Source: an optimization exercise on an open RTL-to-GDS flow (aim: small area). Production flows keep margins and buffers that such runs may drop. In this exercise RTL edits were held to simulation tests only and were not proved equivalent to the original. No activity file was given, so power comes from the tool's default toggle rates.

==> run a <==
==> flow/design.v <==
module uart (
    input clk, rst, tx_send, rx, rx_flag_clr,
    input [7:0] Tx_Data,
    output tx_output_serial,
    output [7:0] Rx_Data,
    output parity_error, rx_flag
);
localparam [2:0] D_INI    = 3'b000;
localparam [2:0] D_SHOT   = 3'b001;
localparam [2:0] D_FRAME1 = 3'b101;   
localparam [2:0] D_OFF1   = 3'b100;   
localparam [2:0] D_SW1    = 3'b010;
localparam [2:0] D_FRAME2 = 3'b111;   
localparam [2:0] D_OFF2   = 3'b110;   
reg  [2:0]  ds;         
reg  [12:0] lo_q;       
reg  [9:0]  tr;
wire [12:0] lo = lo_q ^ 13'd2730;
wire counting = ds[2];                   
wire framing  = ds[0];                   
wire lo_wrap  = (((lo ^ 13'd4511) & 13'd7671) == 13'd0);             
wire tr_last  = ~|tr[9:1];               
wire lockout_done = ~framing & (((tr ^ 10'd56) & 10'd615) == 10'd0) & (((lo ^ 13'd2721) & 13'd7663) == 13'd0);
wire frame_end    = lo_wrap & tr_last;
wire lo_clr   = ~counting | lo_wrap;
always @(posedge rst or posedge clk)
    if (rst)
        ds <= D_INI;
    else begin
        ds[0] <= (~ds[2] & ~ds[1] & tx_send) | (~ds[2] & ~ds[1] & ds[0]) |
                 (ds[2] & ds[0] & ~frame_end) | (~ds[2] & ds[1] & ~ds[0] & ~tx_send);
        ds[1] <= (ds[2] & ~ds[1] & lockout_done) | (ds[2] & ds[1] & ~lockout_done) |
                 (~ds[2] & ds[1] & ~ds[0]);
        ds[2] <= ds[0] | (ds[2] & ~lockout_done) | (~ds[2] & ds[1] & ~tx_send);
    end
always @(posedge clk)
    lo_q <= (lo_clr ? 13'd0 : {lo[11:0], ~(lo[9] ^ lo[12])}) ^ 13'd2730;
always @(posedge clk)
    if (~counting)
        tr <= {1'b1, Tx_Data, 1'b0};
    else if (lo_wrap)
        tr <= {~framing & ~(tr[0] ^ tr[1]), tr[9:1]};
wire in_frame = ds[2] & ~ds[1] & ds[0];
assign tx_output_serial = ~in_frame | (tr_last ? ^Tx_Data : tr[0]);
localparam [1:0] R_IDLE = 2'b00;
localparam [1:0] R_RUN  = 2'b10;
localparam [1:0] R_STOP = 2'b11;
localparam [1:0] R_CLR  = 2'b01;
reg  [1:0]  rs;         
reg  [11:0] h_q;        
reg  [4:0]  m_q;        
reg         r_t;        
reg  [8:0]  r_sr;       
reg         r_pe;       
wire [11:0] h = h_q ^ 12'd2730;
wire [4:0]  m = m_q ^ 5'd10;
wire r_active = rs[1];
wire h_wrap   = (((h ^ 12'd1425) & 12'd4091) == 12'd0);                           
wire to_stop  = (((m ^ 5'd20) & 5'd19) == 5'd0) & (((h ^ 12'd1897) & 12'd3515) == 12'd0);    
wire to_clr   = (((m ^ 5'd17) & 5'd30) == 5'd0) & (((h ^ 12'd948) & 12'd3805) == 12'd0);      
wire sample   = h_wrap & r_t & (rs[1] & ~rs[0]) & (|(m & 5'd7));
wire h_clr    = ~r_active | h_wrap;
always @(posedge rst or posedge clk)
    if (rst)
        rs <= R_IDLE;
    else begin
        rs[1] <= (rs[1] & ~(rs[0] & to_clr)) | (~rs[1] & ~rs[0] & ~rx);
        rs[0] <= (rs[1] & (rs[0] | to_stop)) | (~rs[1] & rs[0] & ~rx_flag_clr);
    end
always @(posedge clk)
    h_q <= (h_clr ? 12'd0 : {h[10:0], ~(h[10] ^ h[11])}) ^ 12'd2730;
always @(posedge clk)
    if (~r_active)
        m_q <= 5'd10;
    else if (h_wrap)
        m_q <= {m[3:0], ~(m[1] ^ m[4])} ^ 5'd10;
always @(posedge rst or posedge clk)
    if (rst)
        r_t <= 1'b0;
    else if (r_active & h_wrap)
        r_t <= ~r_t;
always @(posedge rst or posedge clk)
    if (rst)
        r_sr <= 9'd0;
    else if (sample)
        r_sr <= {rx, r_sr[8:1]};
assign Rx_Data      = r_sr[7:0];
always @(posedge rst or posedge clk)
    if (rst)
        r_pe <= 1'b0;
    else if (sample)
        r_pe <= r_pe ^ rx ^ r_sr[0];
assign parity_error = r_pe;
assign rx_flag      = rs[0];
endmodule
==> flow/flow/run.sh <==
#!/bin/bash
# The standard layout (standard.sh), with three changes:
# - after the standard synthesis, the combinational logic is mapped again for area with
#   Yosys/ABC (flow/reopt.tcl, with each of flow/area*.abc, keeping the smallest); the
#   registers, their names and cell types,
#   and the ports stay as the standard synthesis made them.  A SAT proof (flow/equiv.ys)
#   checks the new logic against the standard synthesis; if it fails, the standard
#   netlist is kept;
# - the port buffers are sky130_fd_sc_hd__buf_1;
# - clock tree synthesis uses sky130_fd_sc_hd__clkbuf_8 and inserts no dummy loads.
# Each tool's full output goes to a log file of its own in this folder.
set -euo pipefail
here=$(pwd)
export BUFFER_PORTS_ARGS="-buffer_cell sky130_fd_sc_hd__buf_1"
export CTS_ARGS="-sink_clustering_enable -repair_clock_nets -dont_use_dummy_load -buf_list sky130_fd_sc_hd__clkbuf_8"
lib=$FLOW_HOME/platforms/$FLOW_PLATFORM/lib/sky130_fd_sc_hd__tt_025C_1v80.lib
res=$here/orfs/results/$FLOW_PLATFORM/uart/base

bash standard.sh synth > log_synth.log 2>&1

mkdir -p reopt
cp "$res/1_2_yosys.v" reopt/gold.v
cp "$lib" reopt/lib.lib
du=$(sed -n '/DONT_USE_CELLS +=/,/^#/p' "$FLOW_HOME/platforms/$FLOW_PLATFORM/config.mk" |
     grep -o 'sky130_fd_sc_hd__[a-z0-9_]*' | sed 's/^/-dont_use /' | tr '\n' ' ')
# try each ABC script; keep the smallest netlist that the proof accepts
best=""
best_area=""
for s in area1 area2 area3; do
    if (cd reopt && LIB=lib.lib IN=gold.v OUT=$s.v STAT=$s.txt ABCS="$here/flow/$s.abc" DU="$du" \
            yosys -c "$here/flow/reopt.tcl" > "$here/log_reopt_$s.log" 2>&1) &&
       (cd reopt && sed "s/gate\.v/$s.v/" "$here/flow/equiv.ys" > equiv_$s.ys &&
            yosys -s equiv_$s.ys > "$here/log_equiv_$s.log" 2>&1); then
        a=$(grep 'Chip area for top module' reopt/$s.txt | awk '{print $NF}')
        echo "$s: proven equal, area $a" >> log_reopt.log
        if [[ -z "$best" ]] || awk "BEGIN{exit !($a < $best_area)}"; then best=$s; best_area=$a; fi
    else
        echo "$s: not used" >> log_reopt.log
    fi
done
if [[ -n "$best" ]]; then
    echo "using $best" >> log_reopt.log
    cp reopt/$best.v "$res/1_2_yosys.v"
    rm -f "$res/1_synth.odb" "$res/1_synth.sdc"
else
    echo "re-mapping not used" >> log_reopt.log
fi

bash standard.sh > log_layout.log 2>&1
==> flow/flow/area1.abc <==
strash
dc2
dc2
dch -f
amap
topo
==> flow/flow/area2.abc <==
strash
dc2
dch -f
amap
topo
==> flow/flow/area3.abc <==
strash
dc2
dc2
dch -f
amap -F 3 -A 30
topo
==> flow/flow/equiv.ys <==
# Proves that the re-mapped netlist (gate.v) computes what the standard synthesis
# (gold.v) computes: with the same register instances cut open, the logic between
# ports and register pins must be equal.
read_liberty -ignore_miss_func -ignore_miss_dir lib.lib
setattr -mod -set blackbox 1 sky130_fd_sc_hd__df* sky130_fd_sc_hd__edf*
read_verilog gold.v
rename uart gold
read_verilog gate.v
rename uart gate
flatten gold gate
cd gold
expose -evert t:sky130_fd_sc_hd__df* t:sky130_fd_sc_hd__edf*
cd gate
expose -evert t:sky130_fd_sc_hd__df* t:sky130_fd_sc_hd__edf*
cd
opt -purge
miter -equiv -flatten -make_assert gold gate miter
sat -verify -prove-asserts miter
==> flow/flow/reopt.tcl <==
# Re-map the combinational logic of the standard synthesis for area; the registers
# (instances, names and cell types) and the ports are left as they are.

set lib $::env(LIB)
yosys read_liberty -ignore_miss_func -ignore_miss_dir $lib
yosys read_verilog $::env(IN)
yosys hierarchy -top uart
yosys setattr -mod -set keep_hierarchy 1 sky130_fd_sc_hd__df* sky130_fd_sc_hd__edf*
yosys flatten
yosys rename -hide {w:*.*}
yosys opt
yosys abc -liberty $lib {*}$::env(DU) -script $::env(ABCS)
yosys opt_clean -purge
yosys splitnets
yosys insbuf -buf sky130_fd_sc_hd__buf_1 A X
yosys rename -hide {w:*.*}

yosys tee -o $::env(STAT) stat -liberty $lib
yosys select uart
yosys write_verilog -noattr -nohex -nodec -selected $::env(OUT) 
==> flow/standard.sh <==
#!/bin/bash
# synth_recipe.tcl (not shown) runs the flow's synth.tcl, then flattens the netlist and writes it again
# the make line also repeats each setting of config.mk as NAME=value (left out here)
make -C /OpenROAD-flow-scripts/flow DESIGN_CONFIG=/design/flow/config.mk WORK_HOME=/design/flow/orfs CLKGATE_MAP_FILE= SYNTH_SCRIPT=/design/flow/synth_recipe.tcl "${@:-finish}"
==> flow/config.mk <==
export PLATFORM = sky130hd
export DESIGN_NAME = uart
export DESIGN_NICKNAME = uart
export VERILOG_FILES = /design/flow/design.v
export SDC_FILE = /design/flow/constraint.sdc
export NUM_CORES = 4
export LEC_CHECK = 0
export CAP_MARGIN = 20
export CORE_MARGIN = 2
export CORE_UTILIZATION = 40
export SLEW_MARGIN = 20
==> flow/constraint.sdc <==
create_clock -name core_clock -period 20.0 [get_ports {clk}]
set_input_delay 4.0000 -clock core_clock [delete_from_list [all_inputs] [get_ports {clk}]]
set_output_delay 4.0000 -clock core_clock [all_outputs]
set_load 0.01 [all_outputs]
==> run b (differences from run a) <==
--- a/flow/design.v
+++ b/flow/design.v
@@ -52,5 +52,4 @@
 reg         r_t;        
 reg  [8:0]  r_sr;       
-reg         r_pe;       
 wire [11:0] h = h_q ^ 12'd2730;
 wire [4:0]  m = m_q ^ 5'd10;
@@ -86,10 +85,5 @@
         r_sr <= {rx, r_sr[8:1]};
 assign Rx_Data      = r_sr[7:0];
-always @(posedge rst or posedge clk)
-    if (rst)
-        r_pe <= 1'b0;
-    else if (sample)
-        r_pe <= r_pe ^ rx ^ r_sr[0];
-assign parity_error = r_pe;
+assign parity_error = ^r_sr;
 assign rx_flag      = rs[0];
 endmodule
==> flow/flow/run.sh (replaced) <==
#!/bin/bash
# The standard layout (standard.sh), with three changes:
# - after the standard synthesis, the combinational logic is mapped again for area with
#   Yosys/ABC (flow/reopt.tcl, flow/area.abc); the registers, their names and cell types,
#   and the ports stay as the standard synthesis made them.  A SAT proof (flow/equiv.ys)
#   checks the new logic against the standard synthesis; if it fails, the standard
#   netlist is kept;
# - the port buffers are sky130_fd_sc_hd__buf_1;
# - clock tree synthesis uses sky130_fd_sc_hd__clkbuf_4 and inserts no dummy loads.
# Each tool's full output goes to a log file of its own in this folder.
set -euo pipefail
here=$(pwd)
export BUFFER_PORTS_ARGS="-buffer_cell sky130_fd_sc_hd__buf_1"
export CTS_ARGS="-sink_clustering_enable -repair_clock_nets -dont_use_dummy_load -buf_list sky130_fd_sc_hd__clkbuf_8"
lib=$FLOW_HOME/platforms/$FLOW_PLATFORM/lib/sky130_fd_sc_hd__tt_025C_1v80.lib
res=$here/orfs/results/$FLOW_PLATFORM/uart/base

bash standard.sh synth > log_synth.log 2>&1

mkdir -p reopt
cp "$res/1_2_yosys.v" reopt/gold.v
cp "$lib" reopt/lib.lib
du=$(sed -n '/DONT_USE_CELLS +=/,/^#/p' "$FLOW_HOME/platforms/$FLOW_PLATFORM/config.mk" |
     grep -o 'sky130_fd_sc_hd__[a-z0-9_]*' | sed 's/^/-dont_use /' | tr '\n' ' ')
ok=0
if (cd reopt && LIB=lib.lib IN=gold.v OUT=gate.v STAT=stat.txt ABCS="$here/flow/area.abc" DU="$du" \
        yosys -c "$here/flow/reopt.tcl" > "$here/log_reopt.log" 2>&1) &&
   (cd reopt && yosys -s "$here/flow/equiv.ys" > "$here/log_equiv.log" 2>&1); then
    ok=1
fi
if [[ $ok == 1 ]]; then
    echo "re-mapped netlist proven equal; using it" >> log_reopt.log
    cp reopt/gate.v "$res/1_2_yosys.v"
    rm -f "$res/1_synth.odb" "$res/1_synth.sdc"
else
    echo "re-mapping not used" >> log_reopt.log
fi

bash standard.sh > log_layout.log 2>&1
==> flow/flow/area.abc (new file) <==
strash
dc2
dc2
dch -f
amap
topo
removed: flow/flow/area1.abc
removed: flow/flow/area2.abc
removed: flow/flow/area3.abc
==> run notes <==
Against run b, the maximum frequency of run a is higher by about 0.9%. Between run b and run a, the lower sequential share of layout area is in run b (gap 1.6 points). Die area: run a is lower than run b (about 0.74%). Against run a, the total power of run b is higher by about 2.7%.

## afterwards: timing with drivers on the ports
How much do the figures lean on ideal ports? The routed layouts below were timed once more, with nothing changed but the port constraints. Step 1 assumes that a clkbuf_16 drives the clock port and a buf_2 every other input. Step 2, shift: input delay + t, output delay - t, t = (earliest + latest rising clock arrival at the registers) / 2. This alone moves slack from input paths to output paths. a / b / c = ideal ports / drivers / drivers and shift; a / b = the first two.
run	t, ns	setup WS [ns]	worst slew at a driven data input, ns
run a	0.331	10.924 / 10.902 / 10.902	0.03
run b	0.311	10.838 / 10.812 / 10.812	0.03
After both steps every run listed still meets setup and hold. The setup slack of run b, which loses most, moves by -0.026 ns with the drivers and by -0.026 ns with both steps.
